Background: an optimization exercise with open tools, aiming at small area. Do not read the settings as production practice. In this exercise RTL edits were held to simulation tests only and were not proved equivalent to the original. Power and IR drop assume default switching activity.

// tv80s
module tv80s
#(
    parameter Mode    = 0,   
    parameter T2Write = 1,   
    parameter IOWait  = 1    
)
(
    input         reset_n, 
    input         clk, 
    input         cen,       
    input         wait_n, 
    input         int_n, 
    input         nmi_n, 
    input         busrq_n, 
    output        busak_n, 
    output        m1_n, 
    output        mreq_n, 
    output        iorq_n, 
    output        rd_n, 
    output        wr_n, 
    output        rfsh_n, 
    output        halt_n, 
    output [15:0] A, 
    input  [7:0]  di,
    output [7:0]  dout
);
Settings: LEC_CHECK=0, CAP_MARGIN=20, CORE_MARGIN=2, CORE_UTILIZATION=40, SLEW_MARGIN=20; clock period 10.0 ns.
run.sh (not shown) runs the stock make flow with config.mk's settings and CLKGATE_MAP_FILE= SYNTH_SCRIPT=/design/flow/synth_recipe.tcl, a recipe that flattens the netlist after the stock synthesis.
Change:
- CORE_UTILIZATION: 40 -> 65
- CTS_BUF_LIST: not set -> sky130_fd_sc_hd__clkbuf_4 sky130_fd_sc_hd__clkbuf_8
- GPL_TIMING_DRIVEN: not set -> 0
=>
- The new run failed in global routing (5_1_grt) on GRT-0116
- synthesized cell count does not change
- area after synthesis stays the same


tv80s, a different RTL version from the one above (not shown whole).
Size: about 2,400 cells after synthesis, roughly 22,000 µm² of cells after synthesis.
Settings: LEC_CHECK=0, CAP_MARGIN=20, CORE_MARGIN=2, CORE_UTILIZATION=40, SLEW_MARGIN=20; clock period 10.0 ns.
standard.sh (not shown) runs the stock make flow with config.mk's settings and CLKGATE_MAP_FILE= SYNTH_SCRIPT=/design/flow/synth_recipe.tcl, a recipe that flattens the netlist after the stock synthesis.
==> flow/flow/run.sh <==
#!/bin/bash
# ORFS flow (the standard.sh) with:
#  - an area-oriented ABC script (deepsyn + area-recovering mapping) in place
#    of ORFS's speed script; OpenROAD repairs timing as usual afterwards,
#  - no extraction of adders into half/full-adder cells before ABC, so that
#    ABC optimizes the arithmetic together with the rest of the logic,
#  - the buffers that timing-driven global placement inserts removed again
#    right after it (repair_design / repair_timing add back what is needed),
#    with a 0.15 ns setup margin for repair_timing, and a slightly
#    pessimistic wire RC for the repair after global routing,
#  - CTS without dummy loads, with clkbuf_8 leaf buffers,
#  - port buffers from the smallest buffer cell,
#  - a higher placement density.
set -euo pipefail
rm -rf scripts_local
cp -r "$FLOW_HOME/scripts" scripts_local
cp flow/abc_map.script scripts_local/abc_speed.script
bash standard.sh SCRIPTS_DIR="$PWD/scripts_local" ADDER_MAP_FILE= \
  "CTS_ARGS=-sink_clustering_enable -repair_clock_nets -dont_use_dummy_load -sink_clustering_size 16 -sink_clustering_max_diameter 60 -buf_list sky130_fd_sc_hd__clkbuf_8 -root_buf sky130_fd_sc_hd__clkbuf_16" \
  "BUFFER_PORTS_ARGS=-buffer_cell sky130_fd_sc_hd__buf_1" \
  PLACE_DENSITY=0.75 \
  POST_GLOBAL_PLACE_TCL="$PWD/flow/post_gpl.tcl" \
  SETUP_SLACK_MARGIN=0.15 \
  PRE_GLOBAL_ROUTE_TCL="$PWD/flow/pre_grt.tcl" \
  finish > standard.log 2>&1
==> flow/flow/abc_map.script <==
&get -n
&st
&deepsyn -J 20
&dch
&nf -R 1000 -C 32 -F 10 -A 10
&put
topo
stime -c
Other scripts of this flow, unchanged in this note and not shown: flow/flow/post_gpl.tcl, flow/flow/pre_grt.tcl
Then changed:
--- a/flow/flow/run.sh
+++ b/flow/flow/run.sh
@@ -12,3 +12,2 @@
 #  - port buffers from the smallest buffer cell,
-#  - a higher placement density.
 set -euo pipefail
==> flow/flow/abc_map.script (replaced) <==
&get -n
&st
&deepsyn -J 30
&dch -f
&nf -R 1000 -C 32 -F 10 -A 10 -p
&put
topo
stime -c
CAP_MARGIN = 5   (was 20)
SLEW_MARGIN = 5   (was 20)
Result:
- final area shrinks by 0.60%
- maximum frequency shrinks by 0.60%
- first-iteration DRC count shrinks by 7.0%
- combinational power grows by 18%
Then changed:
--- a/flow/flow/run.sh
+++ b/flow/flow/run.sh
@@ -4,4 +4,2 @@
 #    of ORFS's speed script; OpenROAD repairs timing as usual afterwards,
-#  - no extraction of adders into half/full-adder cells before ABC, so that
-#    ABC optimizes the arithmetic together with the rest of the logic,
 #  - the buffers that timing-driven global placement inserts removed again
@@ -12,2 +10,3 @@
 #  - port buffers from the smallest buffer cell,
+#  - a higher placement density.
 set -euo pipefail
@@ -16,3 +15,3 @@
 cp flow/abc_map.script scripts_local/abc_speed.script
-bash standard.sh SCRIPTS_DIR="$PWD/scripts_local" ADDER_MAP_FILE= \
+bash standard.sh SCRIPTS_DIR="$PWD/scripts_local" \
   "CTS_ARGS=-sink_clustering_enable -repair_clock_nets -dont_use_dummy_load -sink_clustering_size 16 -sink_clustering_max_diameter 60 -buf_list sky130_fd_sc_hd__clkbuf_8 -root_buf sky130_fd_sc_hd__clkbuf_16" \
==> flow/flow/abc_map.script (replaced) <==
&get -n
&st
&deepsyn -J 20
&dch
&nf -R 1000 -C 32 -F 10 -A 10
&put
topo
stime -c
CAP_MARGIN = 20   (was 5)
SLEW_MARGIN = 20   (was 5)
Outcome: Total power is higher by 4.7%; sequential share of layout area is lower by 2.6 points; synthesized area is higher by 7.5%; synthesized cell count is higher by 11%; worst setup slack is better by 0.16 ns; clock skew is lower by 0.015 ns; final cell count is higher by 10%; die area is higher by 7.4%.
Then changed:
--- a/flow/flow/run.sh
+++ b/flow/flow/run.sh
@@ -4,2 +4,4 @@
 #    of ORFS's speed script; OpenROAD repairs timing as usual afterwards,
+#  - no extraction of adders into half/full-adder cells before ABC, so that
+#    ABC optimizes the arithmetic together with the rest of the logic,
 #  - the buffers that timing-driven global placement inserts removed again
@@ -10,3 +12,2 @@
 #  - port buffers from the smallest buffer cell,
-#  - a higher placement density.
 set -euo pipefail
@@ -15,3 +16,3 @@
 cp flow/abc_map.script scripts_local/abc_speed.script
-bash standard.sh SCRIPTS_DIR="$PWD/scripts_local" \
+bash standard.sh SCRIPTS_DIR="$PWD/scripts_local" ADDER_MAP_FILE= \
   "CTS_ARGS=-sink_clustering_enable -repair_clock_nets -dont_use_dummy_load -sink_clustering_size 16 -sink_clustering_max_diameter 60 -buf_list sky130_fd_sc_hd__clkbuf_8 -root_buf sky130_fd_sc_hd__clkbuf_16" \
CAP_MARGIN = 5   (was 20)
SLEW_MARGIN = 5   (was 20)
After rerunning: Design area decreases by 6.5%. Critical path depth increases by 3. Via count shrinks by 6.5%. Fmax fell by 1.7%. Clock-buffer cell count falls by 3.
Then changed:
==> flow/flow/abc_map.script (replaced) <==
&get -n
&st
&deepsyn -J 20
&dch -f
&nf -R 1000 -C 32 -F 10 -A 10 -p
&put
topo
stime -c
After rerunning: The changed run went through all stages and came out clean. Wire length came out lower by 2.9%. Hold slack is about the same. Via count decreases by 1.5%. Power went up by 12%.

separate check: timing with driven ports:
In the flow no input, the clock included, has a driving cell. The finished layouts below were timed again as built, in two steps. Step 1 sets driving cells, clkbuf_16 on the clock port and buf_2 on the other inputs (assumed; they add their load-dependent delay and slew). Step 2 adds t to the input delays and takes it off the output delays; t is the mean of the earliest and latest rising clock arrival at the registers after step 1. Input paths then give back, and output paths get back, about the clock's delay inside the block. Slacks: ideal ports / drivers / drivers and shift; pairs: ideal ports / drivers.
run | t, ns | setup WS [ns] | worst register clock-pin slew, ns
the first run of note 1 | 0.704 | 0.676 / 0.676 / 0.676 | 0.07 / 0.07
the first run of note 2 | 0.582 | 0.703 / 0.703 / 0.703 | 0.10 / 0.10
the second run of note 2 | 0.596 | 0.647 / 0.647 / 0.647 | 0.11 / 0.11
the third run of note 2 | 0.599 | 0.809 / 0.809 / 0.809 | 0.11 / 0.11
the fourth run of note 2 | 0.586 | 0.650 / 0.649 / 0.649 | 0.10 / 0.10
the fifth run of note 2 | 0.596 | 0.647 / 0.647 / 0.647 | 0.11 / 0.11
After both steps every run listed still meets setup and hold. The setup slack of the fourth run of note 2, which loses most, moves by -0.001 ns with the drivers and by -0.001 ns with both steps.
